Context: an optimization exercise on an open-source flow, tuned for small area and a short achievable clock period. The choices shown serve that exercise and are no tape-out recipe.
RTL that was checked went through simulation tests only; none was proved equivalent to the original.
Only the layout flow was run in run 1; the RTL was not checked for function there.

## flow/design.v (module list and top-level ports; edited modules follow where they fit)
// module MultiTop: 20 lines
// module FA: 4 lines
// module HA: 4 lines
// module BENC: 7 lines
// module NAND2: 3 lines
// module XOR2: 3 lines
// module AND2: 3 lines
// module AO21: 3 lines
// module XNOR: 3 lines
// module PPSEL: 3 lines
// module Multi: 1153 lines
module MultiTop(
    input             clk,
    input      [31:0] a,
    input      [31:0] b,
    output reg [31:0] prod
);
  // ...
==> flow/run.sh <==
#!/bin/bash
# synth_recipe.tcl (not shown) runs the flow's synth.tcl, then flattens the netlist and writes it again
# the make line also repeats each setting of config.mk as NAME=value (left out here)
make -C /OpenROAD-flow-scripts/flow DESIGN_CONFIG=/design/flow/config.mk WORK_HOME=/design/flow/orfs CLKGATE_MAP_FILE= SYNTH_SCRIPT=/design/flow/synth_recipe.tcl finish
==> flow/config.mk <==
export PLATFORM = sky130hd
export DESIGN_NAME = MultiTop
export DESIGN_NICKNAME = MultiTop
export VERILOG_FILES = /design/flow/design.v
export SDC_FILE = /design/flow/constraint.sdc
export NUM_CORES = 4
export LEC_CHECK = 0
export CAP_MARGIN = 20
export CORE_MARGIN = 2
export CORE_UTILIZATION = 40
export SLEW_MARGIN = 75
export SYNTH_HIERARCHICAL = 1
export SYNTH_MINIMUM_KEEP_SIZE = 0
==> flow/constraint.sdc <==
create_clock -name core_clock -period 17.0 [get_ports {clk}]
set_input_delay 3.4000 -clock core_clock [delete_from_list [all_inputs] [get_ports {clk}]]
set_output_delay 3.4000 -clock core_clock [all_outputs]
set_load 0.01 [all_outputs]
==> flow_summary.toml, run 1 <==
[status]
status = "complete, no violations"

[synth]
yosysUniqueCellTypes = 13
synthAdderAreaFrac_pct = 38.20
yosys-top-cells-count = "xnor2_1 (287), o22ai_1 (272), fa_1 (201), dfxtp_1 (96), xor2_1 (70)"

[clock_tree]
cts_max_level = 3
cts_tree = "yes"

[global_routing]
grt_max_degree = 34
use_met3_pct = 4.781
use_met2_pct = 34.73
grt_pass1_vias = 9649

[route]
ant_nets = 0
wl_per_cell_um = 20.71
drc_errors = 0
wl_met3_mm = 2.562
drt_wl_total_mm = 34.28
maxUsedRoutingLayer = "met4"

[critical_path]
cpPeakStageDelay_ns = 0.53
start_kind = "flip-flop"
worstPathArrival_ns = 6.12

[final_layout]
clockNetworkAreaShare_pct = 2.096
n_sequential_cell = 96
final-seq-area_mm2 = 0.001984

[floorplan]
core_area_mm2 = 0.03051
initial_core_util_pct = 40.43
die-area_mm2 = 0.03226
rows = 64
taps = 396

[timing]
fin_skew_ns = 0.01434

[min_path]
worst_hold_startpoint = "b_q[2]$_DFF_P_"
==> module BENC, before the edit <==
module BENC(input b2, input b1, input b0, output onen, output twon, output neg);
    wire t;
    XNOR xone(.a(b1), .b(b0), .y(onen));
    XOR2 xt(.a(b2), .b(b1), .y(t));
    NAND2 ntwo(.a(t), .b(onen), .y(twon));
    assign neg = b2 & ~(b1 & b0);
endmodule
==> run 2: changes to the inputs <==
--- a/flow/design.v
+++ b/flow/design.v
@@ -23,20 +23,21 @@
     assign s = a ^ b ^ c;
     assign co = (a & b) | (c & (a ^ b));
 endmodule
 module HA(input a, input b, output s, output co);
     assign s = a ^ b;
     assign co = a & b;
 endmodule
 module BENC(input b2, input b1, input b0, output onen, output twon, output neg);
-    wire t;
+    wire t, onen2;
     XNOR xone(.a(b1), .b(b0), .y(onen));
+    XNOR xone2(.a(b1), .b(b0), .y(onen2));
     XOR2 xt(.a(b2), .b(b1), .y(t));
-    NAND2 ntwo(.a(t), .b(onen), .y(twon));
+    NAND2 ntwo(.a(t), .b(onen2), .y(twon));
     assign neg = b2 & ~(b1 & b0);
 endmodule
 module NAND2(input a, input b, output y);
     assign y = ~(a & b);
 endmodule
 module XOR2(input a, input b, output y);
     assign y = a ^ b;
 endmodule
@@ -802,17 +803,17 @@
     HA ha18(.a(w154), .b(w171), .s(w173), .co(w174));
     FA fa70(.a(pp0[19]), .b(pp1[17]), .c(pp2[15]), .s(w175), .co(w176));
     FA fa71(.a(pp3[13]), .b(pp4[11]), .c(pp5[9]), .s(w177), .co(w178));
     FA fa72(.a(pp6[7]), .b(pp7[5]), .c(pp8[3]), .s(w179), .co(w180));
     FA fa73(.a(pp9[1]), .b(w158), .c(w160), .s(w181), .co(w182));
     FA fa74(.a(w162), .b(w175), .c(w177), .s(w183), .co(w184));
     FA fa75(.a(w179), .b(w164), .c(w166), .s(w185), .co(w186));
     FA fa76(.a(w181), .b(w183), .c(w168), .s(w187), .co(w188));
-    FA fa77(.a(w170), .b(w185), .c(w187), .s(w189), .co(w190));
+    FA fa77(.a(w185), .b(w170), .c(w187), .s(w189), .co(w190));
     HA ha19(.a(w172), .b(w174), .s(w191), .co(w192));
     FA fa78(.a(neg10), .b(pp0[20]), .c(pp1[18]), .s(w193), .co(w194));
     FA fa79(.a(pp2[16]), .b(pp3[14]), .c(pp4[12]), .s(w195), .co(w196));
     FA fa80(.a(pp5[10]), .b(pp6[8]), .c(pp7[6]), .s(w197), .co(w198));
     FA fa81(.a(pp8[4]), .b(pp9[2]), .c(pp10[0]), .s(w199), .co(w200));
     FA fa82(.a(w176), .b(w178), .c(w180), .s(w201), .co(w202));
     FA fa83(.a(w193), .b(w195), .c(w197), .s(w203), .co(w204));
     FA fa84(.a(w199), .b(w182), .c(w184), .s(w205), .co(w206));
@@ -1099,44 +1100,44 @@
     wire G25_23;
     AO21 gao25_23(.a1(p25), .a2(G24_23), .b1(g25), .x(G25_23));
     wire P25_23;
     AND2 pand25_23(.a(p25), .b(P24_23), .y(P25_23));
     wire G27_26;
     AO21 gao27_26(.a1(p27), .a2(g26), .b1(g27), .x(G27_26));
     wire P27_26;
     AND2 pand27_26(.a(p27), .b(p26), .y(P27_26));
-    wire G28_26;
-    AO21 gao28_26(.a1(p28), .a2(G27_26), .b1(g28), .x(G28_26));
-    wire P28_26;
-    AND2 pand28_26(.a(p28), .b(P27_26), .y(P28_26));
     wire G26_23;
     AO21 gao26_23(.a1(p26), .a2(G25_23), .b1(g26), .x(G26_23));
     wire P26_23;
     AND2 pand26_23(.a(p26), .b(P25_23), .y(P26_23));
     wire G27_23;
     AO21 gao27_23(.a1(P27_26), .a2(G25_23), .b1(G27_26), .x(G27_23));
     wire P27_23;
     AND2 pand27_23(.a(P27_26), .b(P25_23), .y(P27_23));
+    wire G29_28;
+    AO21 gao29_28(.a1(p29), .a2(g28), .b1(g29), .x(G29_28));
+    wire P29_28;
+    AND2 pand29_28(.a(p29), .b(p28), .y(P29_28));
+    wire G30_28;
+    AO21 gao30_28(.a1(p30), .a2(G29_28), .b1(g30), .x(G30_28));
+    wire P30_28;
+    AND2 pand30_28(.a(p30), .b(P29_28), .y(P30_28));
     wire G28_23;
-    AO21 gao28_23(.a1(P28_26), .a2(G25_23), .b1(G28_26), .x(G28_23));
+    AO21 gao28_23(.a1(p28), .a2(G27_23), .b1(g28), .x(G28_23));
     wire P28_23;
-    AND2 pand28_23(.a(P28_26), .b(P25_23), .y(P28_23));
-    wire G30_29;
-    AO21 gao30_29(.a1(p30), .a2(g29), .b1(g30), .x(G30_29));
-    wire P30_29;
-    AND2 pand30_29(.a(p30), .b(p29), .y(P30_29));
+    AND2 pand28_23(.a(p28), .b(P27_23), .y(P28_23));
     wire G29_23;
-    AO21 gao29_23(.a1(p29), .a2(G28_23), .b1(g29), .x(G29_23));
+    AO21 gao29_23(.a1(P29_28), .a2(G27_23), .b1(G29_28), .x(G29_23));
     wire P29_23;
-    AND2 pand29_23(.a(p29), .b(P28_23), .y(P29_23));
+    AND2 pand29_23(.a(P29_28), .b(P27_23), .y(P29_23));
     wire G30_23;
-    AO21 gao30_23(.a1(P30_29), .a2(G28_23), .b1(G30_29), .x(G30_23));
+    AO21 gao30_23(.a1(P30_28), .a2(G27_23), .b1(G30_28), .x(G30_23));
     wire P30_23;
-    AND2 pand30_23(.a(P30_29), .b(P28_23), .y(P30_23));
+    AND2 pand30_23(.a(P30_28), .b(P27_23), .y(P30_23));
     wire G23_6;
     AO21 gao23_6(.a1(p23), .a2(G22_6), .b1(g23), .x(G23_6));
     wire G24_6;
     AO21 gao24_6(.a1(P24_23), .a2(G22_6), .b1(G24_23), .x(G24_6));
     wire G25_6;
     AO21 gao25_6(.a1(P25_23), .a2(G22_6), .b1(G25_23), .x(G25_6));
     wire G26_6;
     AO21 gao26_6(.a1(P26_23), .a2(G22_6), .b1(G26_23), .x(G26_6));
@@ -1191,17 +1192,17 @@
     XOR2 txw478(.a(w472), .b(w473), .y(w478));
     XOR2 txw479(.a(w474), .b(w475), .y(w479));
     XOR2 txw480(.a(w476), .b(w477), .y(w480));
     XOR2 txw481(.a(w478), .b(w444), .y(w481));
     XOR2 txw482(.a(w446), .b(w448), .y(w482));
     XOR2 txw483(.a(w450), .b(w479), .y(w483));
     XOR2 txw484(.a(w480), .b(w481), .y(w484));
     XOR2 txw485(.a(w482), .b(w483), .y(w485));
-    XOR2 txw486(.a(w452), .b(w454), .y(w486));
-    XOR2 txw487(.a(w484), .b(w485), .y(w487));
+    XOR2 txw486(.a(w452), .b(w484), .y(w486));
+    XOR2 txw487(.a(w454), .b(w485), .y(w487));
     XOR2 txw488(.a(w486), .b(w487), .y(w488));
     XOR2 txw489(.a(w456), .b(w488), .y(w489));
     XOR2 txw490(.a(w458), .b(w489), .y(w490));
     XOR2 txw491(.a(w490), .b(w460), .y(w491));
     XOR2 txw492(.a(w491), .b(w462), .y(w492));
     XOR2 sx31(.a(w492), .b(G30_6), .y(prod[31]));
 endmodule
==> flow_summary.toml, run 2 <==
[floorplan]
pin_count = 97
initial_core_util_pct = 40.65
core_area_mm2 = 0.03067
die_w_um = 180.5
rows = 64
die-area_mm2 = 0.03259
die_h_um = 180.5

[global_routing]
grt_pass1_wl_mm = 55.65
overflow = 0
grt_usage_pct = 21.88
grt_pass1_vias = 9794
grt_max_degree = 37
antenna_found_initial = 0

[route]
route.vias.total = 9468
drt-initial-drc-count = 749
drc_errors = 0
ant_nets = 0
via_per_inst = 5.656
wl_per_cell_um = 20.78
dr.pass1.iters = 5
drt_wl_total_mm = 34.78

[timing]
fin_crit_ns = 5.583
setup_viol = 0
slew_headroom_pct = 72.98
period_share_pct = 32.84
fin_skew_ns = 0.01548
worst-slew-pin-transition_ns = 0.4023
setup_tns_ns = 0
drv_slew = 0
final-hold-violation-count = 0
rsz0062_at_grt = "false"
fmax_mhz = 179.1

[synth]
synth_nets = 1446
synth-async-reset-ratio_pct = 0
yosysTopAreaCellShare_pct = 32.28
synth_enable_flop_cells = 0
ys_seq_area_share_pct = 15.42
yosys.area.top_type = "fa_1"
postSynthCellCount = 1125
synth-seq-cells = 96
synth.cell_area_mm2 = 0.01247
yosysUniqueCellTypes = 13
yosys-top-cells-count = "xnor2_1 (302), o22ai_1 (272), fa_1 (201), dfxtp_1 (96), xor2_1 (70)"
synth.most_common_cell = "xnor2_1"
synthFlopType = "dfxtp_1"
ys.warnings.count = 7
synth.avg_cell_area_um2 = 11.08
synth.area.top_cells = "fa_1 (32%), xnor2_1 (21%), dfxtp_1 (15%), o22ai_1 (14%), ha_1 (5.5%)"

[critical_path]
cp_max_fo = 24
worstPathArrival_ns = 5.85
start_kind = "flip-flop"
rr_worst_depth = 18
critPathKind = "reg2reg"
crit_required_ns = 17.27
rr_endpoint = "prod[31]$_DFF_P_"
ff2ff_setup_slack_ns = 11.42
crit_path_end_kind = "flip-flop"
timing.rr.start = "b_q[9]$_DFF_P_"

[final_layout]
multi_input_area_mm2 = 0.01062
top_regs = "a_q x32, b_q x32, prod x32"
fillCellCount = 2842
drive_gt1_share_pct = 10.17
layout_common_cells = "xnor2_1 (293), o22ai_1 (267), fa_1 (201), clkdlybuf4s50_1 (96)"
nNetsFinal = 1594
layout.cells.most_common = "xnor2_1"
final-seq-area_mm2 = 0.001992
fin_area_mm2 = 0.01495
area_growth_syn_to_layout_pct = 19.93
stdcell_count = 1674
diodes = 0

[clock_tree]
insertion_delay_ns = 0.38
cts_tree = "yes"
cts_resized = 0
cts_max_level = 3
cts_buffers = 9
path_clk_slew_ns = 0.07
cts.path.max_buffers = 2
cts-root-buf = "clkbuf_16"
clock-sinks = 96
post-cts-setup-buffers = 0
cts-hold-fix-buffers = 0

[job]
maxCapViolations = 0

[min_path]
hold_path_class = "reg2reg"
worst_hold_startpoint = "b_q[1]$_DFF_P_"
hold-path-endpoint = "prod[0]$_DFF_P_"
hold_path_depth = 2

[placement]
gp_congestion = 0.9104
io_buffers = 96
post-dp-hpwl_mm = 26.91
place_area_mm2 = 0.01448
post-place-cells = 1650

[status]
status = "complete, no violations"
[run 2: logic make-up (layout without fill, tap and decap cells)]
family	Yosys count	count (layout)	synth area share [%]
compound gates	336	336	17.96
xor+xnor	372	372	26.14
fa+ha+maj	256	256	37.80
buf+inv	24	177	0.9334
flops	96	96	15.42
simple gates	41	41	1.756
[run 2: area by class of cell]
type,instances,share of cell area [%]
multi-input combinational,1005,71.04
sequential,96,13.32
timing repair buffer,144,9.959
tap,396,3.314
clock buffer,10,1.532
inverter,17,0.4436
clock inverter,6,0.3850
[run 2: worst max-delay path, stage by stage (launching register included)]
cell     delay (ns)
dfxtp_1        0.33
buf_6          0.16
buf_12         0.20
xor2_1         0.25
nand2_4        0.23
o22ai_2        0.25
fa_1           0.48
fa_1           0.46
fa_1           0.39
fa_1           0.40
fa_1           0.47
fa_1           0.38
ha_1           0.30
ha_1           0.32
and2_1         0.19
and2_1         0.15
a21o_1         0.17
a21o_1         0.16
xor2_1         0.15
[run 2: through the flow]
step / util [%] / hold slack (ns) / setup WS (ns)
after global routing: 48.75 / 0.7755 / 11.16
final: 48.75 / 0.7533 / 11.42
after CTS: 48.15 / 0.7523 / 11.40
after detailed placement: 47.21 / 0.7331 / 11.41
after floorplan: - / 0.9199 / 10.39
after global placement: 45.92 / 0.9217 / 10.71
[run 2: per-module statistics from Yosys, one instance, submodules excluded]
| module | flops+latches | cells | copies in the design | area [um2] |
|---|---|---|---|---|
| MultiTop | 96 | 96 | 1 | 1922 |
| AND2 | 0 | 1 | 25 | 6.256 |
| HA | 0 | 1 | 55 | 12.51 |
| BENC | 0 | 1 | 15 | 11.26 |
| XOR2 | 0 | 1 | 70 | 8.758 |
| AO21 | 0 | 1 | 49 | 7.507 |
| XNOR | 0 | 1 | 302 | 8.758 |
| NAND2 | 0 | 1 | 15 | 3.754 |
| FA | 0 | 1 | 201 | 20.02 |
| Multi | 0 | 25 | 1 | 122.6 |
| PPSEL | 0 | 1 | 272 | 6.256 |
[run 2: how the worst max path moves through the flow]
stage | start | end | cells past startpoint
after global placement | b_q[7]$_DFF_P_ | prod[31]$_DFF_P_ | 16
final | b_q[9]$_DFF_P_ | prod[31]$_DFF_P_ | 18
after global routing | b_q[3]$_DFF_P_ | prod[28]$_DFF_P_ | 19
after detailed placement | b_q[3]$_DFF_P_ | prod[25]$_DFF_P_ | 18
after floorplan | b_q[1]$_DFF_P_ | prod[31]$_DFF_P_ | 15
after CTS | b_q[3]$_DFF_P_ | prod[25]$_DFF_P_ | 18
[run 2: per-layer routing]
metal	routed length [um]	part of all wire [%]	up-vias	global-route usage, %
met5	0	0	-	0
met4	575	1.7	0	6.194
met3	2270	6.5	39	4.184
met2	16720	48	361	36.17
met1	15210	44	4694	29.29
li1	-	-	4374	-
==> run 3: changes to the inputs <==
==> flow/flow/run.sh (new file) <==
#!/bin/bash
# The standard layout (the standard.sh, standard synthesis included), except that the
# buffers buffer_ports puts on every input and output port are buf_1 cells rather than the
# clkdlybuf4s50_1 delay cells it picks by default. The make output goes to standard.log;
# ORFS keeps each step's own log under orfs/logs/.
set -euo pipefail
bash standard.sh BUFFER_PORTS_ARGS="-buffer_cell sky130_fd_sc_hd__buf_1" finish > standard.log 2>&1
==> flow/standard.sh (new file) <==
#!/bin/bash
# synth_recipe.tcl (not shown) runs the flow's synth.tcl, then flattens the netlist and writes it again
# the make line also repeats each setting of config.mk as NAME=value (left out here)
make -C /OpenROAD-flow-scripts/flow DESIGN_CONFIG=/design/flow/config.mk WORK_HOME=/design/flow/orfs CLKGATE_MAP_FILE= SYNTH_SCRIPT=/design/flow/synth_recipe.tcl "${@:-finish}"
--- a/flow/config.mk
+++ b/flow/config.mk
@@ -10,2 +10,3 @@
 export CORE_UTILIZATION = 40
+export CTS_BUF_LIST = sky130_fd_sc_hd__clkbuf_8
 export SLEW_MARGIN = 75
removed: flow/run.sh
==> flow_summary.toml, run 3 <==
[critical_path]
worstPathArrival_ns = 5.91
timing.rr.start = "b_q[1]$_DFF_P_"
cp_max_fo = 25
crit_path_end_kind = "flip-flop"
crit_required_ns = 17.32
critPathKind = "reg2reg"
critPathCapture = "prod[28]$_DFF_P_"
rr_worst_depth = 19
startpoint = "b_q[1]$_DFF_P_"
start_kind = "flip-flop"
ff2ff_setup_slack_ns = 11.41
rr_endpoint = "prod[28]$_DFF_P_"

[floorplan]
die-area_mm2 = 0.03259
die_h_um = 180.5
die_w_um = 180.5
initial_core_util_pct = 40.65
rows = 64
pin_count = 97
core_area_mm2 = 0.03067

[route]
dr.pass1.iters = 5
via_per_inst = 5.745
drc_errors = 0
drt_wl_total_mm = 34.69
route.vias.total = 9571
drt-initial-drc-count = 730
ant_nets = 0
wl_per_cell_um = 20.82

[timing]
final-hold-violation-count = 0
fin_crit_ns = 5.592
fin_skew_ns = 0.01722
period_share_pct = 32.90
setup_tns_ns = 0
slew_headroom_pct = 75.01
fmax_mhz = 178.8
setup_viol = 0
drv_slew = 0
rsz0062_at_grt = "false"
worst-slew-pin-transition_ns = 0.3748

[final_layout]
area_growth_syn_to_layout_pct = 13.16
top_regs = "a_q x32, b_q x32, prod x32"
drive_gt1_share_pct = 9.370
layout_common_cells = "xnor2_1 (294), o22ai_1 (268), fa_1 (201), buf_1 (96), dfxtp_1 (72)"
layout.cells.most_common = "xnor2_1"
fillCellCount = 2879
nNetsFinal = 1586
diodes = 0

[synth]
synth.cell_area_mm2 = 0.01247
yosysTopAreaCellShare_pct = 32.28
ys.warnings.count = 7
yosys-top-cells-count = "xnor2_1 (302), o22ai_1 (272), fa_1 (201), dfxtp_1 (96), xor2_1 (70)"
synth.avg_cell_area_um2 = 11.08
synthFlopType = "dfxtp_1"
synth-async-reset-ratio_pct = 0
yosys.area.top_type = "fa_1"
yosysUniqueCellTypes = 13
synth.most_common_cell = "xnor2_1"
synth_nets = 1446
postSynthCellCount = 1125
ys_seq_area_share_pct = 15.42
synth-seq-cells = 96
synth_enable_flop_cells = 0
synth.area.top_cells = "fa_1 (32%), xnor2_1 (21%), dfxtp_1 (15%), o22ai_1 (14%), ha_1 (5.5%)"

[global_routing]
grt_max_degree = 39
grt_pass1_wl_mm = 55.95
antenna_found_initial = 0
grt_pass1_vias = 10030
overflow = 0
grt_usage_pct = 21.84

[min_path]
hold_path_class = "reg2reg"

[clock_tree]
post-cts-setup-buffers = 0
cts_buffers = 9
cts-hold-fix-buffers = 0
cts-root-buf = "clkbuf_8"
cts_resized = 0
insertion_delay_ns = 0.43
cts_tree = "yes"
clock-sinks = 96
cts_max_level = 3
path_clk_slew_ns = 0.11
cts.path.max_buffers = 2

[placement]
post-dp-hpwl_mm = 26.67
gp_congestion = 0.9018
io_buffers = 96

[job]
maxCapViolations = 0

[status]
status = "complete, no violations"
-- run 3: changes by cell type in the layout (fill, tap and decap cells not counted), moves of 2 or more --
cell             previous run  this run
buf_1                       1        96
buf_4                      16        18
buf_8                      11         4
clkbuf_16                   9         0
clkbuf_8                    0        10
clkdlybuf4s50_1            96         0
dfxtp_1                    70        72
dfxtp_2                    11        13
dfxtp_4                    15        11
-- run 3: area by class of cell --
class / instances / area, um2 / share of cell area [%]
Clock inverter: 7 / 80.08 / 0.5677
Tap cell: 396 / 495.5 / 3.513
Multi-Input combinational cell: 1005 / 10590 / 75.10
Inverter: 17 / 68.82 / 0.4878
Clock buffer: 9 / 123.9 / 0.8781
Sequential cell: 96 / 1979 / 14.03
Timing Repair Buffer: 136 / 764.5 / 5.420
-- run 3: logic make-up (layout without fill, tap and decap cells) --
family / after synthesis / count (layout) / share of synthesized area (%)
XOR/XNOR: 372 / 372 / 26.14
AO/OA/AOI/OAI: 336 / 336 / 17.96
adder cells (fa/ha/maj): 256 / 256 / 37.80
flip-flops: 96 / 96 / 15.42
AND/OR/NAND/NOR: 41 / 41 / 1.756
buffers and inverters: 24 / 169 / 0.9334
-- run 3: how the worst min path moves through the flow --
stage | endpoint | cells past startpoint | start | slack [ns]
floorplan | prod[2]$_DFF_P_ | 4 | b_q[2]$_DFF_P_ | 0.92
global placement | prod[2]$_DFF_P_ | 3 | b_q[2]$_DFF_P_ | 0.92
detailed placement | prod[0]$_DFF_P_ | 3 | b_q[0]$_DFF_P_ | 0.86
CTS | prod[0]$_DFF_P_ | 3 | b_q[0]$_DFF_P_ | 0.87
global route | prod[0]$_DFF_P_ | 2 | b_q[1]$_DFF_P_ | 0.73
finish | prod[0]$_DFF_P_ | 2 | b_q[1]$_DFF_P_ | 0.69
-- run 3: critical path, cell delays in order (launching register included) --
cell      delay [ns]
dfxtp_2         0.34
buf_8           0.18
buf_12          0.23
nand2b_2        0.13
buf_4           0.20
buf_4           0.22
o22ai_1         0.24
fa_1            0.51
fa_1            0.49
fa_1            0.54
fa_1            0.42
ha_1            0.29
ha_1            0.32
a21o_1          0.21
a21o_1          0.17
a21o_1          0.18
a21o_1          0.16
a21o_2          0.28
a21o_1          0.20
xor2_1          0.15
-- run 3: Yosys stat by module (local to each module, per instance), excerpt --
module  flip-flops and latches  cells inside  copies in the design  area (um2)
NAND2                        0             1                    15       3.754
FA                           0             1                   201       20.02
PPSEL                        0             1                   272       6.256
BENC                         0             1                    15       11.26
Multi                        0            25                     1       122.6
XNOR                         0             1                   302       8.758
AO21                         0             1                    49       7.507
HA                           0             1                    55       12.51
-- run 3: per-stage QoR --
stage               hold slack [ns]  setup WS [ns]  cells  cell area, um2  utilization, %
CTS                          0.8746          11.35   1663           14020           45.71
global route                 0.7309          11.19   1666           14110           45.99
global placement             0.9156          10.76   1639           13520           44.09
detailed placement           0.8642          11.35   1647           13820           45.05
finish                       0.6944          11.41   1666           14110           45.99
floorplan                    0.9199          10.39   1125           12470               -
-- run 3: routing by layer --
layer | vias up | wire, um | share of wire, % | track usage (%)
met2 | 393 | 16410 | 47 | 35.69
met5 | - | 0 | 0 | 0
met1 | 4765 | 15090 | 44 | 29.93
met3 | 46 | 2552 | 7.4 | 3.698
met4 | 0 | 634 | 1.8 | 6.129
li1 | 4367 | - | - | -
==> run 4: changes to the inputs <==
--- a/flow/config.mk
+++ b/flow/config.mk
@@ -10,4 +10,3 @@
 export CORE_UTILIZATION = 40
-export CTS_BUF_LIST = sky130_fd_sc_hd__clkbuf_8
-export SLEW_MARGIN = 75
+export SLEW_MARGIN = 78
 export SYNTH_HIERARCHICAL = 1
==> flow_summary.toml, run 4 <==
[synth]
synth.avg_cell_area_um2 = 11.08
synth.most_common_cell = "xnor2_1"
ys_seq_area_share_pct = 15.42
synth.cell_area_mm2 = 0.01247
yosysUniqueCellTypes = 13
synth-seq-cells = 96
postSynthCellCount = 1125
yosys-top-cells-count = "xnor2_1 (302), o22ai_1 (272), fa_1 (201), dfxtp_1 (96), xor2_1 (70)"
ys.warnings.count = 7
synth.area.top_cells = "fa_1 (32%), xnor2_1 (21%), dfxtp_1 (15%), o22ai_1 (14%), ha_1 (5.5%)"
synth_nets = 1446
yosys.area.top_type = "fa_1"
synth-async-reset-ratio_pct = 0
synthFlopType = "dfxtp_1"
yosysTopAreaCellShare_pct = 32.28
synth_enable_flop_cells = 0

[clock_tree]
cts_resized = 0
post-cts-setup-buffers = 0
cts-root-buf = "clkbuf_16"
cts-hold-fix-buffers = 0
cts_tree = "yes"
cts_buffers = 9
clock-sinks = 96
insertion_delay_ns = 0.38
cts.path.max_buffers = 2
cts_max_level = 3
path_clk_slew_ns = 0.08

[critical_path]
crit_path_end_kind = "flip-flop"
start_kind = "flip-flop"
worstPathArrival_ns = 5.88
crit_required_ns = 17.27
cp_max_fo = 23
critPathKind = "reg2reg"

[final_layout]
drive_gt1_share_pct = 11.13
fin_area_mm2 = 0.01443
layout.cells.most_common = "xnor2_1"
layout_common_cells = "xnor2_1 (286), o22ai_1 (261), fa_1 (201), buf_1 (102), xor2_1 (68)"
top_regs = "a_q x32, b_q x32, prod x32"
stdcell_count = 1672
fillCellCount = 2875
final_util_pct = 47.04
area_growth_syn_to_layout_pct = 15.73
diodes = 0
nNetsFinal = 1592

[route]
drt-initial-drc-count = 685
drt_wl_total_mm = 34.94
route.vias.total = 9633
dr.pass1.iters = 5
ant_nets = 0
drc_errors = 0
wl_per_cell_um = 20.90
via_per_inst = 5.761

[timing]
fin_crit_ns = 5.611
fin_skew_ns = 0.01591
slew_headroom_pct = 77.84
final-hold-violation-count = 0
setup_tns_ns = 0
worst-slew-pin-transition_ns = 0.3325
setup_viol = 0
period_share_pct = 33.01
rsz0062_at_grt = "false"
drv_slew = 0
fmax_mhz = 178.2

[global_routing]
grt_max_degree = 35
grt_pass1_wl_mm = 56.05
grt_usage_pct = 21.90
grt_pass1_vias = 9997
overflow = 0
antenna_found_initial = 0

[placement]
post-dp-hpwl_mm = 26.81
io_buffers = 96
gp_congestion = 0.9018
place_area_mm2 = 0.01393
post-place-cells = 1652

[status]
status = "complete, no violations"

[min_path]
hold_path_class = "reg2reg"

[floorplan]
die_w_um = 180.5
core_area_mm2 = 0.03067
rows = 64
initial_core_util_pct = 40.65
pin_count = 97
die-area_mm2 = 0.03259
die_h_um = 180.5

[job]
maxCapViolations = 0
## run 4: cell type report
type	count	area, um2	area share (%)
well taps	396	495.5	3.435
repair buffers	142	812.0	5.629
inverters	17	68.82	0.4770
flip-flops and latches	96	1997	13.84
clock buffers	11	254.0	1.761
clock inverters	5	46.29	0.3209
multi-input cells	1005	10750	74.54
## run 4: logic make-up after synthesis
group	synth area share (%)
flip-flops	15.42
AO/OA/AOI/OAI	17.96
XOR/XNOR	26.14
buffers and inverters	0.9334
AND/OR/NAND/NOR	1.756
adder cells (fa/ha/maj)	37.80
## run 4: final timing paths
| path | from | to | slack [ns] | cells after the start |
|---|---|---|---|---|
| worst max-delay path | b_q[3]$_DFF_P_ | prod[30]$_DFF_P_ | 11.39 | 19 |
| worst min-delay path | b_q[1]$_DFF_P_ | prod[0]$_DFF_P_ | 0.74 | 2 |
| worst max register to register | b_q[3]$_DFF_P_ | prod[30]$_DFF_P_ | 11.39 | 19 |
| worst min register to register | b_q[1]$_DFF_P_ | prod[0]$_DFF_P_ | 0.74 | 2 |
## run 4: per-layer routing
| layer | up-vias | track usage [%] | share of wire, % |
|---|---|---|---|
| met5 | - | 0 | 0 |
| met4 | 0 | 6.516 | 2.0 |
| met3 | 45 | 3.173 | 6.9 |
| met2 | 419 | 36.02 | 47 |
| met1 | 4788 | 30.00 | 44 |
| li1 | 4381 | - | - |
## run 4: metrics by stage
step / setup slack [ns] / hold slack [ns]
floorplan: 10.39 / 0.9199
global placement: 10.76 / 0.9156
detailed placement: 11.40 / 0.7339
CTS: 11.41 / 0.7412
global route: 11.17 / 0.7857
finish: 11.39 / 0.7356
## run 4: worst max-delay path: stages, from the launching register on
cell	delay, ns
dfxtp_2	0.32
buf_8	0.16
buf_12	0.18
xnor2_4	0.30
buf_2	0.28
o22ai_1	0.11
buf_1	0.13
fa_1	0.45
fa_1	0.45
fa_1	0.49
fa_1	0.54
fa_1	0.41
ha_1	0.29
ha_1	0.31
a21o_1	0.20
a21o_1	0.18
a21o_1	0.22
a21o_1	0.18
a21o_1	0.16
xor2_1	0.15
## run 4: per-module statistics from Yosys, one instance, submodules excluded, a selection
module	cells inside	cell area (um2)
Multi	25	122.6
FA	1	20.02
HA	1	12.51
XNOR	1	8.758
PPSEL	1	6.256
AND2	1	6.256
NAND2	1	3.754
==> run 5: changes to the inputs <==
--- a/flow/config.mk
+++ b/flow/config.mk
@@ -10,3 +10,3 @@
 export CORE_UTILIZATION = 40
-export SLEW_MARGIN = 78
+export SLEW_MARGIN = 72
 export SYNTH_HIERARCHICAL = 1
==> flow_summary.toml, run 5 <==
[synth]
ys.warnings.count = 7
synth-seq-cells = 96
yosysUniqueCellTypes = 13
yosys.area.top_type = "fa_1"
synth.avg_cell_area_um2 = 11.08
ys_seq_area_share_pct = 15.42
synthFlopType = "dfxtp_1"
synth_mux_area_share_pct = 0
synth_top_family_by_area = "adder cells"
synth-async-reset-ratio_pct = 0
synth_compound_area_share_pct = 17.96
yosys.area_share.simple_pct = 1.756
synthAdderAreaFrac_pct = 37.80
synth_enable_flop_cells = 0
yosysTopAreaCellShare_pct = 32.28
synth.area.top_cells = "fa_1 (32%), xnor2_1 (21%), dfxtp_1 (15%), o22ai_1 (14%), ha_1 (5.5%)"
synth.most_common_cell = "xnor2_1"
postSynthCellCount = 1125
yosys-top-cells-count = "xnor2_1 (302), o22ai_1 (272), fa_1 (201), dfxtp_1 (96), xor2_1 (70)"
synth.cell_area_mm2 = 0.01247
synth_nets = 1446
synth_xor_xnor_area_share_pct = 26.14

[floorplan]
die-area_mm2 = 0.03259
core_area_mm2 = 0.03067
die_h_um = 180.5
pin_count = 97
rows = 64
die_w_um = 180.5
initial_core_util_pct = 40.65

[clock_tree]
cts_resized = 0
cts_tree = "yes"
post-cts-setup-buffers = 0
path_clk_slew_ns = 0.07
cts.path.max_buffers = 2
insertion_delay_ns = 0.38
cts-hold-fix-buffers = 0
cts_max_level = 3
clock-sinks = 96
cts_buffers = 9
cts-root-buf = "clkbuf_16"

[timing]
slew_headroom_pct = 71.58
final-hold-violation-count = 0
fin_skew_ns = 0.01672
setup_tns_ns = 0
fin_crit_ns = 5.631
drv_slew = 0
setup_viol = 0
worst_slack_ns = 11.37
fmax_mhz = 177.6
worst-slew-pin-transition_ns = 0.4263
rsz0062_at_grt = "false"
period_share_pct = 33.12

[critical_path]
crit_path_end_kind = "flip-flop"
critPathKind = "reg2reg"
worstPathArrival_ns = 5.89
cp_max_fo = 36
start_kind = "flip-flop"
crit_required_ns = 17.26

[global_routing]
use_met2_pct = 35.54
gr-usage-met1_pct = 29.50
use_met3_pct = 3.779
antenna_found_initial = 0
grt_pass1_wl_mm = 55.52
top_usage_layer = "met2"
overflow = 0
grt_max_degree = 39
grt_usage_pct = 21.70
grt_pass1_vias = 9907

[route]
route.vias.total = 9531
drt-initial-drc-count = 715
ant_nets = 0
via_per_inst = 5.738
dr.pass1.iters = 5
drt_wl_total_mm = 34.57
drc_errors = 0
wl_per_cell_um = 20.81

[placement]
gp_congestion = 0.9018
post-dp-hpwl_mm = 26.55
io_buffers = 96
dpl_worst_slack_ns = 11.35

[final_layout]
final_util_pct = 45.86
fillCellCount = 2901
nNetsFinal = 1581
drive_gt1_share_pct = 8.775
diodes = 0
final-seq-area_mm2 = 0.001974
layout_common_cells = "xnor2_1 (294), o22ai_1 (270), fa_1 (201), buf_1 (96), dfxtp_1 (72)"
multi_input_area_mm2 = 0.01058
top_regs = "a_q x32, b_q x32, prod x32"
layout.cells.most_common = "xnor2_1"
area_growth_syn_to_layout_pct = 12.84

[job]
maxCapViolations = 0

[status]
status = "complete, no violations"

[min_path]
hold_path_class = "reg2reg"
## run 5: critical path, stage by stage (launching register included)
cell     delay [ns]
dfxtp_2        0.33
buf_8          0.32
xor2_1         0.21
nand2_2        0.22
buf_4          0.28
o22ai_1        0.19
fa_1           0.54
fa_1           0.50
fa_1           0.54
fa_1           0.42
ha_1           0.29
ha_1           0.32
a21o_1         0.21
a21o_1         0.17
a21o_1         0.18
a21o_1         0.16
a21o_2         0.28
a21o_1         0.19
xor2_1         0.15
## run 5: modules after synthesis, one instance, submodules excluded
module | flops+latches | cells
FA | 0 | 1
HA | 0 | 1
Multi | 0 | 25
NAND2 | 0 | 1
XNOR | 0 | 1
XOR2 | 0 | 1
AO21 | 0 | 1
PPSEL | 0 | 1
BENC | 0 | 1
AND2 | 0 | 1
MultiTop | 96 | 96
## run 5: path summary, 6_finish.rpt
path                  start          endpoint  slack [ns]  cells after the start
min          b_q[1]$_DFF_P_   prod[0]$_DFF_P_        0.89                      2
max          b_q[3]$_DFF_P_  prod[24]$_DFF_P_       11.37                     18
max reg2reg  b_q[3]$_DFF_P_  prod[24]$_DFF_P_       11.37                     18
min reg2reg  b_q[1]$_DFF_P_   prod[0]$_DFF_P_        0.89                      2
## run 5: logic make-up (layout without fill, tap and decap cells)
group                    count (synthesis)  count (layout)
adder cells (fa/ha/maj)                256             256
AO/OA/AOI/OAI                          336             336
buffers and inverters                   24             164
XOR/XNOR                               372             372
flip-flops                              96              96
AND/OR/NAND/NOR                         41              41
## run 5: layout make-up
class	count	share of cell area [%]
clock buffers	10	1.628
inverters	17	0.4714
well taps	396	3.523
flip-flops and latches	96	14.04
multi-input cells	1005	75.22
repair buffers	131	4.750
clock inverters	6	0.3736
## run 5: metal layers
layer | part of all wire [%] | vias to the layer above | routed length (um)
met5 | 0 | - | 0
met4 | 1.8 | 0 | 631
met3 | 6.7 | 42 | 2319
met2 | 47 | 385 | 16420
met1 | 44 | 4744 | 15200
li1 | - | 4360 | -
## run 5: stage by stage
step	hold WS, ns	area [um2]	std cells
after detailed placement	0.8657	13730	1644
after global routing	0.9328	14070	1661
final	0.8892	14070	1661
after CTS	0.8858	14020	1660
after global placement	0.9156	13520	1639
after floorplan	0.9199	12470	1125
==> run 6: changes to the inputs <==
--- a/flow/config.mk
+++ b/flow/config.mk
@@ -9,4 +9,4 @@
 export CORE_MARGIN = 2
-export CORE_UTILIZATION = 40
-export SLEW_MARGIN = 72
+export CORE_UTILIZATION = 55
+export SLEW_MARGIN = 75
 export SYNTH_HIERARCHICAL = 1
==> flow_summary.toml, run 6 <==
[clock_tree]
cts-hold-fix-buffers = 0
clock-sinks = 96
post-cts-setup-buffers = 0
cts.path.max_buffers = 2
cts-root-buf = "clkbuf_16"
cts_buffers = 9
path_clk_slew_ns = 0.08
cts_resized = 0
cts_max_level = 3
insertion_delay_ns = 0.37
cts_tree = "yes"

[critical_path]
path_buf_inv = 2
start_kind = "flip-flop"
timing.critical_path.max_delay_family = "adder cells"
cp_cell_sequence = "buf_8 -> buf_8 -> xnor2_1 -> nand2_4 -> o22ai_1 -> fa_1 -> fa_1 -> fa_1 -> fa_1 -> fa_1 -> fa_1 -> ha_1 -> ha_1 -> and2_1 -> and2_1 -> and2_1 -> a21o_1 -> xor2_1"
cpPeakStageDelay_ns = 0.52
worstPathArrival_ns = 5.90
cp_common_cell = "fa_1"
cp_slowest_cell = "fa_1"
ff2ff_setup_slack_ns = 11.35
critPathKind = "reg2reg"
cp_max_fo = 24
crit_required_ns = 17.25
crit_path_end_kind = "flip-flop"

[final_layout]
stdcell_count = 1552
layout.cells.most_common = "xnor2_1"
diodes = 0
layout_common_cells = "xnor2_1 (291), o22ai_1 (266), fa_1 (201), buf_1 (96)"
fillCellCount = 1880
top_regs = "a_q x32, b_q x32, prod x32"
drive_gt1_share_pct = 10.02
area_growth_syn_to_layout_pct = 13.13
fin_area_mm2 = 0.01410
nNetsFinal = 1583

[route]
drc_errors = 0
dr.pass1.iters = 7
via_per_inst = 6.130
wl_per_cell_um = 22.11
route.vias.total = 9513
ant_nets = 0
drt-initial-drc-count = 818
drt_wl_total_mm = 34.32

[synth]
synth-seq-cells = 96
synth_xor_xnor_area_share_pct = 26.14
synth-async-reset-ratio_pct = 0
synth.cell_area_mm2 = 0.01247
ys.warnings.count = 7
synth_nets = 1446
synth_enable_flop_cells = 0
synth_compound_area_share_pct = 17.96
yosysTopAreaCellShare_pct = 32.28
synth_top_family_by_area = "adder cells"
yosys.area.top_type = "fa_1"
yosys.area_share.simple_pct = 1.756
synth.avg_cell_area_um2 = 11.08
ys_seq_area_share_pct = 15.42
postSynthCellCount = 1125
yosysUniqueCellTypes = 13
yosys-top-cells-count = "xnor2_1 (302), o22ai_1 (272), fa_1 (201), dfxtp_1 (96), xor2_1 (70)"
synth.most_common_cell = "xnor2_1"
synth.area.top_cells = "fa_1 (32%), xnor2_1 (21%), dfxtp_1 (15%), o22ai_1 (14%), ha_1 (5.5%)"
synthAdderAreaFrac_pct = 37.80
synth_mux_area_share_pct = 0
synthFlopType = "dfxtp_1"

[timing]
worst-slew-pin-transition_ns = 0.3930
holdWs_ns = 0.9037
fin_skew_ns = 0.009001
final-hold-violation-count = 0
rsz0062_at_grt = "false"
setup_tns_ns = 0
worst_slack_ns = 11.35
drv_slew = 0
period_share_pct = 33.22
fmax_mhz = 177.1
fin_crit_ns = 5.648
slew_headroom_pct = 73.80
setup_viol = 0

[global_routing]
grt_max_degree = 39
grt_pass1_wl_mm = 54.79
grt_pass1_vias = 9882
overflow = 0
antenna_found_initial = 0
grt_usage_pct = 30.01

[placement]
post-dp-hpwl_mm = 26.46
gp_congestion = 0.8743
dpl_worst_slack_ns = 11.36
post-place-cells = 1535
io_buffers = 96
place_area_mm2 = 0.01372

[floorplan]
die_h_um = 154.6
pin_count = 97
initial_core_util_pct = 55.57
die_w_um = 154.6
rows = 55
core_area_mm2 = 0.02243
die-area_mm2 = 0.02389

[min_path]
hold_path_class = "reg2reg"

[job]
maxCapViolations = 0

[status]
status = "complete, no violations"
## run 6: cell counts after synthesis
Identical to the previous run, type by type.
## run 6: path summary, 6_finish.rpt
kind / from / end / depth (start not counted)
max reg2reg: b_q[7]$_DFF_P_ / prod[31]$_DFF_P_ / 18
min: b_q[2]$_DFF_P_ / prod[2]$_DFF_P_ / 3
max: b_q[7]$_DFF_P_ / prod[31]$_DFF_P_ / 18
min reg2reg: b_q[2]$_DFF_P_ / prod[2]$_DFF_P_ / 3
## run 6: logic make-up after synthesis
group                    Yosys count
AND/OR/NAND/NOR                   41
adder cells (fa/ha/maj)          256
buffers and inverters             24
flip-flops                        96
AO/OA/AOI/OAI                    336
XOR/XNOR                         372
## run 6: Yosys stat by module (local to each module, per instance), a selection
module,copies in the design,cells inside
AO21,49,1
XNOR,302,1
NAND2,15,1
PPSEL,272,1
MultiTop,1,96
BENC,15,1
Multi,1,25
FA,201,1
## run 6: routing by layer
layer | GRT usage (%) | vias up | part of all wire [%]
li1 | - | 4346 | -
met1 | 41.64 | 4645 | 44
met2 | 47.49 | 443 | 45
met3 | 5.716 | 79 | 7.9
met4 | 10.36 | 0 | 3.3
met5 | 0 | - | 0
## run 6: worst reg2reg max path, stage by stage, from the launching register on
cell and delay (ns):
dfxtp_4 0.40, buf_8 0.19, buf_8 0.21, xnor2_1 0.19
nand2_4 0.23, o22ai_1 0.25, fa_1 0.52, fa_1 0.46
fa_1 0.38, fa_1 0.39, fa_1 0.39, fa_1 0.48
ha_1 0.30, ha_1 0.32, and2_1 0.19, and2_1 0.15
and2_1 0.16, a21o_1 0.19, xor2_1 0.15
## run 6: stage by stage
| step | util, % |
|---|---|
| after CTS | 62.49 |
| after floorplan | - |
| after global placement | 59.52 |
| after global routing | 62.86 |
| final | 62.86 |
| after detailed placement | 61.18 |
## run 6: area by class of cell
type	count	area, um2	share of cell area, %
multi-input cells	1005	10660	75.62
flip-flops and latches	96	1983	14.06
repair buffers	133	734.5	5.208
well taps	285	356.6	2.529
clock buffers	9	225.2	1.597
clock inverters	7	70.07	0.4968
inverters	17	68.82	0.4880
==> run 7: changes to the inputs <==
--- a/flow/config.mk
+++ b/flow/config.mk
@@ -7,5 +7,5 @@
 export LEC_CHECK = 0
-export CAP_MARGIN = 20
+export CAP_MARGIN = 50
 export CORE_MARGIN = 2
-export CORE_UTILIZATION = 55
+export CORE_UTILIZATION = 40
 export SLEW_MARGIN = 75
==> flow_summary.toml, run 7 <==
[timing]
worst-slew-pin-transition_ns = 0.3907
fin_skew_ns = 0.01510
fmax_mhz = 180.6
holdWs_ns = 0.8744
fin_crit_ns = 5.538
drv_slew = 0
slew_headroom_pct = 73.77
period_share_pct = 32.58
worst_slack_ns = 11.46
setup_viol = 0
final-hold-violation-count = 0
setup_tns_ns = 0
rsz0062_at_grt = "false"

[final_layout]
layout_common_cells = "xnor2_1 (294), o22ai_1 (267), fa_1 (201), buf_1 (96), dfxtp_1 (72)"
nNetsFinal = 1586
layout.cells.most_common = "xnor2_1"
stdcell_count = 1666
diodes = 0
area_growth_syn_to_layout_pct = 14.06
top_regs = "a_q x32, b_q x32, prod x32"
drive_gt1_share_pct = 9.370

[global_routing]
antenna_found_initial = 0
grt_pass1_vias = 10020
grt_usage_pct = 21.79
grt_pass1_wl_mm = 55.77
overflow = 0
grt_max_degree = 39

[synth]
synthFlopType = "dfxtp_1"
synth_enable_flop_cells = 0
yosys.area.top_type = "fa_1"
yosysTopAreaCellShare_pct = 32.28
synth.area.top_cells = "fa_1 (32%), xnor2_1 (21%), dfxtp_1 (15%), o22ai_1 (14%), ha_1 (5.5%)"
synth.cell_area_mm2 = 0.01247
synth-async-reset-ratio_pct = 0
synth_nets = 1446
ys_seq_area_share_pct = 15.42
yosys-top-cells-count = "xnor2_1 (302), o22ai_1 (272), fa_1 (201), dfxtp_1 (96), xor2_1 (70)"
postSynthCellCount = 1125
synth.avg_cell_area_um2 = 11.08
ys.warnings.count = 7
synth-seq-cells = 96
synth.most_common_cell = "xnor2_1"
yosysUniqueCellTypes = 13

[floorplan]
core_area_mm2 = 0.03067
pin_count = 97
die_h_um = 180.5
initial_core_util_pct = 40.65
die-area_mm2 = 0.03259
rows = 64
die_w_um = 180.5

[clock_tree]
post-cts-setup-buffers = 0
cts_buffers = 9
cts-root-buf = "clkbuf_16"
cts_tree = "yes"
cts_max_level = 3
cts_resized = 0
path_clk_slew_ns = 0.07
cts.path.max_buffers = 2
clock-sinks = 96
insertion_delay_ns = 0.38
cts-hold-fix-buffers = 0

[route]
route.vias.total = 9647
drc_errors = 0
drt-initial-drc-count = 719
dr.pass1.iters = 5
ant_nets = 0
via_per_inst = 5.791
drt_wl_total_mm = 34.71
wl_per_cell_um = 20.83

[critical_path]
startpoint = "b_q[9]$_DFF_P_"
start_kind = "flip-flop"
timing.rr.start = "b_q[9]$_DFF_P_"
cp_max_fo = 30
crit_required_ns = 17.27
worstPathArrival_ns = 5.80
critPathKind = "reg2reg"
crit_path_end_kind = "flip-flop"

[placement]
post-dp-hpwl_mm = 26.67
post-place-cells = 1647
dpl_worst_slack_ns = 11.35
gp_congestion = 0.9018
io_buffers = 96

[job]
maxCapViolations = 0

[status]
status = "complete, no violations"

[min_path]
hold_path_class = "reg2reg"
worst_hold_startpoint = "b_q[0]$_DFF_P_"
==> run 7: cell counts after synthesis <==
No cell type changed its count.
==> run 7: critical path, stage by stage, from the launching register on <==
cell	delay [ns]
dfxtp_1	0.32
clkbuf_8	0.31
xor2_1	0.27
nand2_4	0.22
o22ai_1	0.26
fa_1	0.50
fa_1	0.45
fa_1	0.38
fa_1	0.39
fa_1	0.40
fa_1	0.47
ha_1	0.29
ha_1	0.31
and2_1	0.19
and2_1	0.15
and2_1	0.15
a21o_1	0.18
xor2_1	0.15
==> run 7: final timing paths <==
| path | endpoint | cells past startpoint | slack, ns |
|---|---|---|---|
| setup / recovery | prod[31]$_DFF_P_ | 17 | 11.46 |
| hold / removal | prod[0]$_DFF_P_ | 3 | 0.87 |
| setup reg to reg | prod[31]$_DFF_P_ | 17 | 11.46 |
| hold reg to reg | prod[0]$_DFF_P_ | 3 | 0.87 |
==> run 7: per-stage QoR <==
step                      util (%)  instance area, um2
after global placement       44.09               13520
after CTS                    46.03               14120
final                        46.36               14220
after detailed placement     45.05               13820
after floorplan                  -               12470
after global routing         46.36               14220
==> run 7: cells by family after synthesis <==
logic type                 Yosys count  synth area share (%)
and+or+nand+nor                     41                 1.756
buffers and inverters               24                0.9334
adders and majority gates          256                 37.80
AOI/OAI and AO/OA                  336                 17.96
xor gates and xnor gates           372                 26.14
DFF                                 96                 15.42
==> run 7: layer usage <==
layer	part of all wire [%]	global-route usage [%]	up-vias	wire, um
met5	0	0	-	0
met4	2.0	6.355	0	704
met3	7.7	4.285	46	2656
met2	47	35.50	430	16390
met1	43	29.46	4803	14960
li1	-	-	4368	-
==> run 7: cell type report <==
type                       instances  area [um2]
tap                              396       495.5
clock buffer                      11       254.0
fill                            2857       16450
sequential                        96        1979
multi-input combinational       1005       10610
inverter                          17       68.82
timing repair buffer             136       769.5
clock inverter                     5       46.29
==> run 7: Yosys stat by module, one instance, submodules excluded, a selection <==
module,cells inside,copies in the design,flip-flops and latches
Multi,25,1,0
BENC,1,15,0
XNOR,1,302,0
XOR2,1,70,0
AO21,1,49,0
NAND2,1,15,0
==> run 8: changes to the inputs <==
--- a/flow/config.mk
+++ b/flow/config.mk
@@ -7,3 +7,3 @@
 export LEC_CHECK = 0
-export CAP_MARGIN = 50
+export CAP_MARGIN = 20
 export CORE_MARGIN = 2
==> flow_summary.toml, run 8 <==
[status]
status = "complete, no violations"

[synth]
synth-seq-cells = 96
postSynthCellCount = 1125
ys_seq_area_share_pct = 15.42
yosys.area_share.simple_pct = 1.756
synth.most_common_cell = "xnor2_1"
yosys.area.top_type = "fa_1"
synth.avg_cell_area_um2 = 11.08
synth_top_family_by_area = "adder cells"
synthAdderAreaFrac_pct = 37.80
synth-async-reset-ratio_pct = 0
synth_mux_area_share_pct = 0
yosysTopAreaCellShare_pct = 32.28
synth_nets = 1446
yosys-top-cells-count = "xnor2_1 (302), o22ai_1 (272), fa_1 (201), dfxtp_1 (96), xor2_1 (70)"
ys.warnings.count = 7
synthFlopType = "dfxtp_1"
synth.area.top_cells = "fa_1 (32%), xnor2_1 (21%), dfxtp_1 (15%), o22ai_1 (14%), ha_1 (5.5%)"
synth_enable_flop_cells = 0
synth_compound_area_share_pct = 17.96
yosysUniqueCellTypes = 13
synth.cell_area_mm2 = 0.01247
synth_xor_xnor_area_share_pct = 26.14

[final_layout]
top_regs = "a_q x32, b_q x32, prod x32"
nNetsFinal = 1586
fin_area_mm2 = 0.01422
diodes = 0
layout.cells.most_common = "xnor2_1"
area_growth_syn_to_layout_pct = 14.06
drive_gt1_share_pct = 9.370
fillCellCount = 2857
layout_common_cells = "xnor2_1 (294), o22ai_1 (267), fa_1 (201), buf_1 (96), dfxtp_1 (72)"

[timing]
worst-slew-pin-transition_ns = 0.3907
final-hold-violation-count = 0
period_share_pct = 32.58
slew_headroom_pct = 73.77
drv_slew = 0
setup_viol = 0
fmax_mhz = 180.6
fin_skew_ns = 0.01510
rsz0062_at_grt = "false"
fin_crit_ns = 5.538
setup_tns_ns = 0
holdWs_ns = 0.8744

[placement]
gp_congestion = 0.9018
place_area_mm2 = 0.01382
io_buffers = 96
post-dp-hpwl_mm = 26.67

[clock_tree]
cts-root-buf = "clkbuf_16"
path_clk_slew_ns = 0.07
cts_max_level = 3
insertion_delay_ns = 0.38
cts_buffers = 9
cts.path.max_buffers = 2
post-cts-setup-buffers = 0
clock-sinks = 96
cts_tree = "yes"
cts_resized = 0
cts-hold-fix-buffers = 0

[route]
ant_nets = 0
drt_wl_total_mm = 34.71
drt-initial-drc-count = 719
via_per_inst = 5.791
wl_per_cell_um = 20.83
route.vias.total = 9647
dr.pass1.iters = 5
drc_errors = 0

[floorplan]
core_area_mm2 = 0.03067
pin_count = 97
rows = 64
die_w_um = 180.5
die_h_um = 180.5
die-area_mm2 = 0.03259
initial_core_util_pct = 40.65

[min_path]
hold_path_class = "reg2reg"

[global_routing]
antenna_found_initial = 0
grt_max_degree = 39
overflow = 0
grt_pass1_wl_mm = 55.77
grt_usage_pct = 21.79
grt_pass1_vias = 10020

[critical_path]
start_kind = "flip-flop"
rr_worst_depth = 17
critPathKind = "reg2reg"
cp_max_fo = 30
worstPathArrival_ns = 5.80
timing.rr.start = "b_q[9]$_DFF_P_"
critPathCapture = "prod[31]$_DFF_P_"
crit_path_end_kind = "flip-flop"
startpoint = "b_q[9]$_DFF_P_"
rr_endpoint = "prod[31]$_DFF_P_"
ff2ff_setup_slack_ns = 11.46
crit_required_ns = 17.27

[job]
maxCapViolations = 0
==> run 8: cell counts after synthesis <==
Identical to the previous run, type by type.
==> run 8: layout make-up <==
type / count / area (um2) / area share (%)
Clock buffer: 11 / 254.0 / 1.786
Tap cell: 396 / 495.5 / 3.485
Sequential cell: 96 / 1979 / 13.92
Multi-Input combinational cell: 1005 / 10610 / 74.59
Inverter: 17 / 68.82 / 0.4840
Timing Repair Buffer: 136 / 769.5 / 5.412
Clock inverter: 5 / 46.29 / 0.3256
==> run 8: per-module statistics from Yosys (local to each module, per instance), excerpt <==
module / area [um2] / cells inside / flip-flops and latches
MultiTop: 1922 / 96 / 96
HA: 12.51 / 1 / 0
FA: 20.02 / 1 / 0
AO21: 7.507 / 1 / 0
XNOR: 8.758 / 1 / 0
AND2: 6.256 / 1 / 0
XOR2: 8.758 / 1 / 0
==> run 8: metal layers <==
layer,routed length [um],up-vias,part of all wire [%],track usage [%]
li1,-,4368,-,-
met1,14960,4803,43,29.46
met2,16390,430,47,35.50
met3,2656,46,7.7,4.285
met4,704,0,2.0,6.355
met5,0,-,0,0
==> run 8: critical path, cell delays in order, from the launching register on <==
cell      delay (ns)
dfxtp_1         0.32
clkbuf_8        0.31
xor2_1          0.27
nand2_4         0.22
o22ai_1         0.26
fa_1            0.50
fa_1            0.45
fa_1            0.38
fa_1            0.39
fa_1            0.40
fa_1            0.47
ha_1            0.29
ha_1            0.31
and2_1          0.19
and2_1          0.15
and2_1          0.15
a21o_1          0.18
xor2_1          0.15
==> run 8: per-stage QoR <==
stage / util (%) / instances / setup slack [ns]
6_report: 46.36 / 1666 / 11.46
3_5_place_dp: 45.05 / 1647 / 11.35
4_1_cts: 46.03 / 1663 / 11.35
3_3_place_gp: 44.09 / 1639 / 10.76
2_1_floorplan: - / 1125 / 10.39
5_1_grt: 46.36 / 1666 / 11.21
==> run 8: worst min path at each step <==
stage | start | endpoint | cells after the start
global route | b_q[0]$_DFF_P_ | prod[0]$_DFF_P_ | 3
CTS | b_q[0]$_DFF_P_ | prod[0]$_DFF_P_ | 3
global placement | b_q[2]$_DFF_P_ | prod[2]$_DFF_P_ | 3
floorplan | b_q[2]$_DFF_P_ | prod[2]$_DFF_P_ | 4
finish | b_q[0]$_DFF_P_ | prod[0]$_DFF_P_ | 3
detailed placement | b_q[0]$_DFF_P_ | prod[0]$_DFF_P_ | 3
==> run 8: kinds of logic after synthesis <==
| group | Yosys count |
|---|---|
| AOI/OAI and AO/OA | 336 |
| xor gates and xnor gates | 372 |
| adders and majority gates | 256 |
| buffers and inverters | 24 |
| DFF | 96 |
| and+or+nand+nor | 41 |
==> run 9: changes to the inputs <==
==> flow/flow/run.sh (replaced) <==
#!/bin/bash
# The standard layout (the standard.sh, standard synthesis included), with two changes:
# - buffer_ports puts buf_1 cells on the ports rather than clkdlybuf4s50_1 delay cells;
# - before the placement-stage repair_design, flow/fanout.tcl sets a max fanout, so that
#   repair_design buffers the high-fanout select nets.
# The make output goes to standard.log; ORFS keeps each step's own log under orfs/logs/.
set -euo pipefail
bash standard.sh BUFFER_PORTS_ARGS="-buffer_cell sky130_fd_sc_hd__buf_1" PRE_RESIZE_TCL="$(pwd)/flow/fanout.tcl" finish > standard.log 2>&1
==> flow/flow/fanout.tcl (new file) <==
# Buffer high-fanout nets (the Booth select lines): repair_design splits any net above this fanout.
set_max_fanout 8 [current_design]
--- a/flow/config.mk
+++ b/flow/config.mk
@@ -10,3 +10,3 @@
 export CORE_UTILIZATION = 40
-export SLEW_MARGIN = 75
+export SLEW_MARGIN = 20
 export SYNTH_HIERARCHICAL = 1
==> flow_summary.toml, run 9 <==
[synth]
synthFlopType = "dfxtp_1"
synth-async-reset-ratio_pct = 0
synth.area.top_cells = "fa_1 (32%), xnor2_1 (21%), dfxtp_1 (15%), o22ai_1 (14%), ha_1 (5.5%)"
synth.avg_cell_area_um2 = 11.08
yosys.area.top_type = "fa_1"
yosysTopAreaCellShare_pct = 32.28
synth_enable_flop_cells = 0
synth.cell_area_mm2 = 0.01247
synth_nets = 1446
ys.warnings.count = 7
yosysUniqueCellTypes = 13
postSynthCellCount = 1125
synth.most_common_cell = "xnor2_1"
yosys-top-cells-count = "xnor2_1 (302), o22ai_1 (272), fa_1 (201), dfxtp_1 (96), xor2_1 (70)"
synth-seq-cells = 96
ys_seq_area_share_pct = 15.42

[final_layout]
layout_common_cells = "xnor2_1 (298), o22ai_1 (272), fa_1 (201), clkdlybuf4s50_1 (158), buf_1 (96)"
diodes = 0
layout.cells.most_common = "xnor2_1"
nNetsFinal = 1733
drive_gt1_share_pct = 4.799
final_util_pct = 50.18
fillCellCount = 2780
area_growth_syn_to_layout_pct = 23.46
top_regs = "a_q x32, b_q x32, prod x32"

[timing]
setup_tns_ns = 0
period_share_pct = 60.85
fin_skew_ns = 0.01625
fin_crit_ns = 10.34
slew_headroom_pct = 41.01
worst-slew-pin-transition_ns = 0.8822
drv_slew = 0
rsz0062_at_grt = "false"
setup_viol = 0
fmax_mhz = 96.67
final-hold-violation-count = 0

[route]
ant_nets = 0
drc_errors = 0
drt-initial-drc-count = 961
wl_per_cell_um = 22.21
dr.pass1.iters = 5
route.vias.total = 10430
via_per_inst = 5.753
drt_wl_total_mm = 40.27

[floorplan]
die-area_mm2 = 0.03259
die_h_um = 180.5
core_area_mm2 = 0.03067
die_w_um = 180.5
rows = 64
pin_count = 97
initial_core_util_pct = 40.65

[min_path]
hold_path_class = "reg2reg"

[placement]
gp_congestion = 0.9018
post-dp-hpwl_mm = 34.24
io_buffers = 96

[global_routing]
overflow = 0
grt_pass1_vias = 11010
grt_pass1_wl_mm = 63.19
antenna_found_initial = 0
grt_max_degree = 19
grt_usage_pct = 25.37

[clock_tree]
cts_tree = "yes"
cts-root-buf = "clkbuf_16"
path_clk_slew_ns = 0.07
cts_buffers = 9
cts_max_level = 3
clock-sinks = 96
cts-hold-fix-buffers = 0
insertion_delay_ns = 0.38
post-cts-setup-buffers = 0
cts_resized = 0
cts.path.max_buffers = 2

[critical_path]
cp_max_fo = 8
start_kind = "flip-flop"
critPathKind = "reg2reg"
worstPathArrival_ns = 10.61
crit_path_end_kind = "flip-flop"
crit_required_ns = 17.27

[job]
maxCapViolations = 0

[status]
status = "complete, no violations"
[run 9: changes by cell type in the layout (fill, tap and decap cells not counted), sizes merged]
| cell | change |
|---|---|
| clkdlybuf4s50 | +158 |
| buf | -9 |
| clkbuf | -3 |
| clkinv | +1 |
| clkinvlp | +1 |
| dlymetal6s2s | -1 |
[run 9: cell type report]
type	instances	area (um2)	share of cell area, %
Inverter	17	63.81	0.4146
Sequential cell	96	1927	12.52
Clock buffer	9	225.2	1.463
Tap cell	396	495.5	3.220
Multi-Input combinational cell	1005	10460	67.95
Timing Repair Buffer	283	2160	14.03
Clock inverter	7	61.31	0.3984
[run 9: logic make-up after synthesis]
group                    Yosys count  share of synthesized area (%)
flip-flops                        96                          15.42
AND/OR/NAND/NOR                   41                          1.756
buffers and inverters             24                         0.9334
adder cells (fa/ha/maj)          256                          37.80
AO/OA/AOI/OAI                    336                          17.96
XOR/XNOR                         372                          26.14
[run 9: Yosys stat by module (local to each module, per instance), excerpt]
module | cells inside | times used | area [um2] | flops+latches
XOR2 | 1 | 70 | 8.758 | 0
Multi | 25 | 1 | 122.6 | 0
BENC | 1 | 15 | 11.26 | 0
FA | 1 | 201 | 20.02 | 0
MultiTop | 96 | 1 | 1922 | 96
AO21 | 1 | 49 | 7.507 | 0
HA | 1 | 55 | 12.51 | 0
[run 9: per-layer routing]
layer,wire [um],global-route usage (%),vias to the layer above
met2,17730,38.96,567
met4,2381,13.97,0
met5,0,0,-
li1,-,-,4660
met3,3664,5.053,125
met1,16490,33.64,5078
[run 9: final timing paths]
check                               startpoint          endpoint  slack [ns]  cells after the start
worst max-delay path            b_q[3]$_DFF_P_  prod[28]$_DFF_P_        6.66                     25
worst max register to register  b_q[3]$_DFF_P_  prod[28]$_DFF_P_        6.66                     25
worst min register to register  b_q[2]$_DFF_P_   prod[2]$_DFF_P_        0.95                      3
worst min-delay path            b_q[2]$_DFF_P_   prod[2]$_DFF_P_        0.95                      3
[run 9: critical path: stages, from the launching register on]
cell and delay, ns:
dfxtp_2 0.32, buf_4 0.12, clkdlybuf4s50_1 0.76, clkdlybuf4s50_1 0.75
clkdlybuf4s50_1 0.82, xnor2_1 0.13, nand2_1 0.18, clkdlybuf4s50_1 0.76
clkdlybuf4s50_1 0.81, buf_4 0.20, clkdlybuf4s50_1 0.71, o22ai_1 0.17
fa_1 0.48, fa_1 0.47, fa_1 0.49, fa_1 0.50
ha_1 0.19, ha_1 0.27, ha_1 0.32, a21o_1 0.20
a21o_1 0.18, a21o_1 0.15, a21o_1 0.20, clkdlybuf4s50_1 0.64
a21o_1 0.25, xor2_1 0.15
[run 9: stage by stage]
| step | hold slack [ns] | std cells | instance area (um2) | setup slack, ns |
|---|---|---|---|---|
| floorplan | 0.9199 | 1125 | 12470 | 10.39 |
| global placement | 0.9156 | 1639 | 13520 | 10.76 |
| detailed placement | 0.9255 | 1797 | 15100 | 6.762 |
| CTS | 0.9578 | 1813 | 15390 | 6.757 |
| global route | 1.035 | 1813 | 15390 | 6.360 |
| finish | 0.9513 | 1813 | 15390 | 6.656 |

-- afterwards: timing with drivers on the ports --
The results above use ideal ports. As a check the final layouts listed here were re-extracted and re-timed, cells and wires unchanged. Step 1 assumes that a clkbuf_16 drives the clock port and a buf_2 every other input. Step 2 also shifts input and output timing later by t, the mid clock arrival at the registers, as if the neighbouring blocks saw the same clock. Slacks: ideal / step 1 / step 2; pairs: ideal / step 1.
run | t, ns | setup WS [ns] | cell pins on the clock port's net
run 1 | 0.421 | 11.139 / 11.139 / 11.139 | 1
run 2 | 0.422 | 11.417 / 11.417 / 11.417 | 1
run 3 | 0.467 | 11.408 / 11.408 / 11.408 | 1
run 4 | 0.420 | 11.389 / 11.389 / 11.389 | 1
run 5 | 0.419 | 11.369 / 11.369 / 11.369 | 1
run 6 | 0.409 | 11.352 / 11.352 / 11.352 | 1
run 7 | 0.416 | 11.462 / 11.462 / 11.462 | 1
run 8 | 0.416 | 11.462 / 11.462 / 11.462 | 1
run 9 | 0.426 | 6.656 / 6.656 / 6.656 | 1
After both steps setup and hold are still met in every run listed.
